From an optimization exercise on the open Yosys and OpenROAD flow, aimed at small area, a short achievable clock period and few clock cycles; shortcuts taken in it are not production practice.
Function was checked by simulation only, so behaviour that the tests miss may differ from the original.
No activity file was given, so power comes from the tool's default toggle rates.

==> flow/design.v <==
`default_nettype none
module skl_add #(parameter W = 32) (
    input  [W-1:0] a,
    input  [W-1:0] b,
    input          cin,
    output [W-1:0] s,
    output         cout
);
    wire [W-1:0] g0 = a & b;
    wire [W-1:0] p0 = a ^ b;
    reg [W-1:0] g, p;
    integer i, l;
    always @(*) begin
        g = g0;
        p = p0;
        g[0] = g0[0] | (p0[0] & cin);
        for (l = 0; (1 << l) < W; l = l + 1)
            for (i = W - 1; i >= 0; i = i - 1)
                if (((i >> l) & 1) == 1) begin
                    g[i] = g[i] | (p[i] & g[((i >> l) << l) - 1]);
                    p[i] = p[i] & p[((i >> l) << l) - 1];
                end
    end
    assign s = p0 ^ {g[W-2:0], cin};
    assign cout = g[W-1];
endmodule
module Processor (
    input CLK,
    input reset,
    output [31:0] imem_addr,
    input  [31:0] imem_rdata,
    output [31:0] dmem_addr,
    output [31:0] dmem_wdata,
    output        dmem_we,
    output        dmem_re,
    input  [31:0] dmem_rdata
);
    reg        we_e, st_e, ld_e, jalr_e, br_e;
    reg        pt_e;
    reg [3:0]  rd_e;
    reg [2:0]  f3_e;
    reg        sub_e, sra_e, selalt_e;
    reg [7:0]  op_e;       
    reg [31:0] a_e;
    reg [31:0] b_e;        
    reg [31:0] alt_e;      
    wire [32:0] sum;
    skl_add #(32) u_sum (.a(a_e), .b(b_e), .cin(sub_e), .s(sum[31:0]), .cout(sum[32]));
    wire eq  = &(a_e ^ b_e);
    wire ltu = ~sum[32];
    wire lt  = (a_e[31] == b_e[31]) ? a_e[31] : sum[31];
    wire fill = sra_e & a_e[31];
    reg [31:0] shl, shr;
    always @(*) begin
        shl = a_e;
        if (b_e[0]) shl = {shl[30:0], 1'b0};
        if (b_e[1]) shl = {shl[29:0], 2'b0};
        if (b_e[2]) shl = {shl[27:0], 4'b0};
        if (b_e[3]) shl = {shl[23:0], 8'b0};
        if (b_e[4]) shl = {shl[15:0], 16'b0};
        shr = a_e;
        if (b_e[0]) shr = {{1{fill}}, shr[31:1]};
        if (b_e[1]) shr = {{2{fill}}, shr[31:2]};
        if (b_e[2]) shr = {{4{fill}}, shr[31:4]};
        if (b_e[3]) shr = {{8{fill}}, shr[31:8]};
        if (b_e[4]) shr = {{16{fill}}, shr[31:16]};
    end
    wire [31:0] res_e = ({32{ld_e}} & dmem_rdata) | ({32{selalt_e}} & alt_e)
                      | ({32{op_e[0]}} & sum[31:0]) | ({32{op_e[1]}} & shl)
                      | {31'd0, (op_e[2] & lt) | (op_e[3] & ltu)}
                      | ({32{op_e[4]}} & (a_e ^ b_e)) | ({32{op_e[5]}} & shr)
                      | ({32{op_e[6]}} & (a_e | b_e)) | ({32{op_e[7]}} & (a_e & b_e));
    reg cond;
    always @(*) begin
        case (f3_e)
            3'b000: cond = eq;
            3'b001: cond = ~eq;
            3'b100: cond = lt;
            3'b101: cond = ~lt;
            3'b110: cond = ltu;
            3'b111: cond = ~ltu;
            default: cond = 1'b0;
        endcase
    end
    wire mispred = br_e & (cond ^ pt_e);
    wire redirect = mispred | jalr_e;
    wire [31:0] rtgt = jalr_e ? sum[31:0] : alt_e;
    assign dmem_addr = sum[31:0];
    assign dmem_wdata = alt_e;
    assign dmem_we = st_e;
    assign dmem_re = ld_e;
    reg [31:0] rf [1:15];
    always @(posedge CLK) begin
        if (we_e) rf[rd_e] <= res_e;
    end
    reg [31:0] pc;
    wire [31:0] ins = imem_rdata;
    wire [6:0] op = ins[6:0];
    wire [2:0] f3 = ins[14:12];
    wire is_r    = (op == 7'b0110011);
    wire is_i    = (op == 7'b0010011);
    wire is_ld   = (op == 7'b0000011);
    wire is_st   = (op == 7'b0100011);
    wire is_br   = (op == 7'b1100011);
    wire is_jal  = (op == 7'b1101111);
    wire is_jalr = (op == 7'b1100111);
    wire is_lui  = (op == 7'b0110111);
    wire is_aui  = (op == 7'b0010111);
    wire [3:0] ra1 = ins[18:15];
    wire [3:0] ra2 = ins[23:20];
    wire [3:0] rd  = ins[10:7];
    reg [31:0] rf1, rf2;
    integer k;
    always @(*) begin
        rf1 = 32'd0;
        rf2 = 32'd0;
        for (k = 1; k < 16; k = k + 1) begin
            rf1 = rf1 | ({32{ra1 == k}} & rf[k]);
            rf2 = rf2 | ({32{ra2 == k}} & rf[k]);
        end
    end
    wire [31:0] rs1 = (we_e && rd_e == ra1) ? res_e : rf1;
    wire [31:0] rs2 = (we_e && rd_e == ra2) ? res_e : rf2;
    wire [31:0] imm_b = {{20{ins[31]}}, ins[7], ins[30:25], ins[11:8], 1'b0};
    wire [31:0] imm_j = {{12{ins[31]}}, ins[19:12], ins[20], ins[30:21], 1'b0};
    wire [31:0] imm_u = {ins[31:12], 12'b0};
    wire [31:0] pc4;
    wire pc4_co;
    skl_add #(30) u_pc4 (.a(pc[31:2]), .b(30'd1), .cin(1'b0), .s(pc4[31:2]), .cout(pc4_co));
    assign pc4[1:0] = pc[1:0];
    wire [31:0] imm_t = ins[3] ? imm_j : ~ins[6] ? imm_u : imm_b;
    wire [31:0] tgt;
    wire tgt_co;
    skl_add #(32) u_tgt (.a(pc), .b(imm_t), .cin(1'b0), .s(tgt), .cout(tgt_co));
    wire pt = is_jal | (is_br & ins[31]);
    wire sub_f = (is_r & ins[30] & (f3 == 3'b000)) | ((is_r | is_i) & (f3[2:1] == 2'b01)) | is_br;
    wire [31:0] srcb_f = (is_r | is_br) ? rs2 : {{20{ins[31]}}, ins[31:25], is_st ? ins[11:7] : ins[24:20]};
    assign imem_addr = pc;
    always @(posedge CLK or posedge reset) begin
        if (reset) pc <= 32'd0;
        else if (redirect) pc <= rtgt;
        else if (pt) pc <= tgt;
        else pc <= pc4;
    end
    wire kill = redirect;    
    always @(posedge CLK or posedge reset) begin
        if (reset) begin
            we_e <= 1'b0; st_e <= 1'b0; ld_e <= 1'b0; jalr_e <= 1'b0; br_e <= 1'b0;
        end else begin
            we_e   <= ~kill & (is_r | is_i | is_ld | is_jal | is_jalr | is_lui | is_aui) & (rd != 4'd0);
            st_e   <= ~kill & is_st;
            ld_e   <= ~kill & is_ld;
            jalr_e <= ~kill & is_jalr;
            br_e   <= ~kill & is_br;
        end
    end
    always @(posedge CLK) begin
        pt_e     <= pt;
        rd_e     <= rd;
        f3_e     <= (is_r | is_i | is_br) ? f3 : 3'b000;
        sub_e    <= sub_f;
        sra_e    <= ins[30];
        selalt_e <= is_jal | is_jalr | is_lui | is_aui;
        op_e     <= (is_r | is_i) ? (8'd1 << f3) : 8'd0;
        a_e      <= rs1;
        b_e      <= srcb_f ^ {32{sub_f}};
        alt_e    <= is_st ? rs2 : is_lui ? imm_u : (is_aui | (is_br & ~pt)) ? tgt : pc4;
    end
endmodule
clock: 12.0 ns
lec_check: 0
cap_margin: 20
core_margin: 2
core_utilization: 40
slew_margin: 20
standard.sh (not shown) runs the stock make flow with config.mk's settings and CLKGATE_MAP_FILE= SYNTH_SCRIPT=/design/flow/synth_recipe.tcl, a recipe that flattens the netlist after the stock synthesis.
==> flow/flow/run.sh <==
#!/bin/bash
export SETUP_SLACK_MARGIN=7
export BUFFER_PORTS_ARGS="-buffer_cell sky130_fd_sc_hd__buf_2"
bash standard.sh > standard.log 2>&1
Testbench counts at the start, summed over its fixed seeds: cycles 108,335.
Change:
==> flow/flow/run.sh (replaced) <==
#!/bin/bash
export SETUP_SLACK_MARGIN=6.5
export BUFFER_PORTS_ARGS="-buffer_cell sky130_fd_sc_hd__buf_2"
bash standard.sh > standard.log 2>&1
After rerunning: Via count went down slightly; register-to-register slack gets worse by 0.53 ns; setup slack loses 0.17 ns; critical path depth falls by 1; wire length goes down slightly; fmax went down by a few percent; synthesized cell count is unchanged; worst hold slack improves by 0.029 ns; design area fell slightly; first-iteration DRC count barely changes.
Change:
==> flow/flow/run.sh (replaced) <==
#!/bin/bash
export SETUP_SLACK_MARGIN=6
export BUFFER_PORTS_ARGS="-buffer_cell sky130_fd_sc_hd__buf_2"
bash standard.sh > standard.log 2>&1
- PLACE_DENSITY: unset -> 0.75
Effect:
- The changed run completed without violations
- final cell count fell by 1.4%
- via count fell by 1.5%
- setup slack got worse by 0.17 ns
- combinational power fell by about 7%
- final area fell by 2.9%
- synthesized cell count stays the same
Change:
==> flow/flow/run.sh (replaced) <==
#!/bin/bash
export SETUP_SLACK_MARGIN=7
export BUFFER_PORTS_ARGS="-buffer_cell sky130_fd_sc_hd__buf_2"
bash standard.sh > standard.log 2>&1
Total power is higher by 1.2%.
Worst setup slack gains 0.25 ns.
Core utilization increases by 1.3 points.
Global-route usage fell by 0.58 points.
Clock power drops by about 8%.
Hold slack improves by 0.038 ns.
Non-clock buffer count rose by 57.
Routed wire length is about the same.
Combinational power is higher by 14%.
Die area is unchanged.

afterwards: timing with drivers on the ports:
No port has a modelled driver above. Below, the same layouts with a new extraction and two added sets of constraints.
Step 1, drivers: a clkbuf_16 drives CLK and a buf_2 each remaining input, both assumed.
Step 2 moves the port delays by t, midway between the first and last clock arrival at a register: inputs arrive t later, outputs are due t later. That takes back most of the time a late clock gives input paths.
Slacks: ideal ports / drivers / drivers and shift; pairs: ideal ports / drivers.
run | shift t [ns] | slack for setup (ns) | worst setup path after step 2 | worst data-port slew with drivers (ns)
the first run | 0.682 | 6.382 / 6.316 / 6.321 | input to register | 0.05
the second run | 0.700 | 6.214 / 6.143 / 6.026 | input to register | 0.07
the third run | 0.697 | 6.047 / 5.980 / 5.781 | input to register | 0.06
the fourth run | 0.716 | 6.299 / 6.231 / 6.296 | input to register | 0.06
After both steps setup and hold are still met in every run listed. For the third run, which loses most, drivers alone change the setup slack by -0.067 ns; drivers and shift together by -0.266 ns.
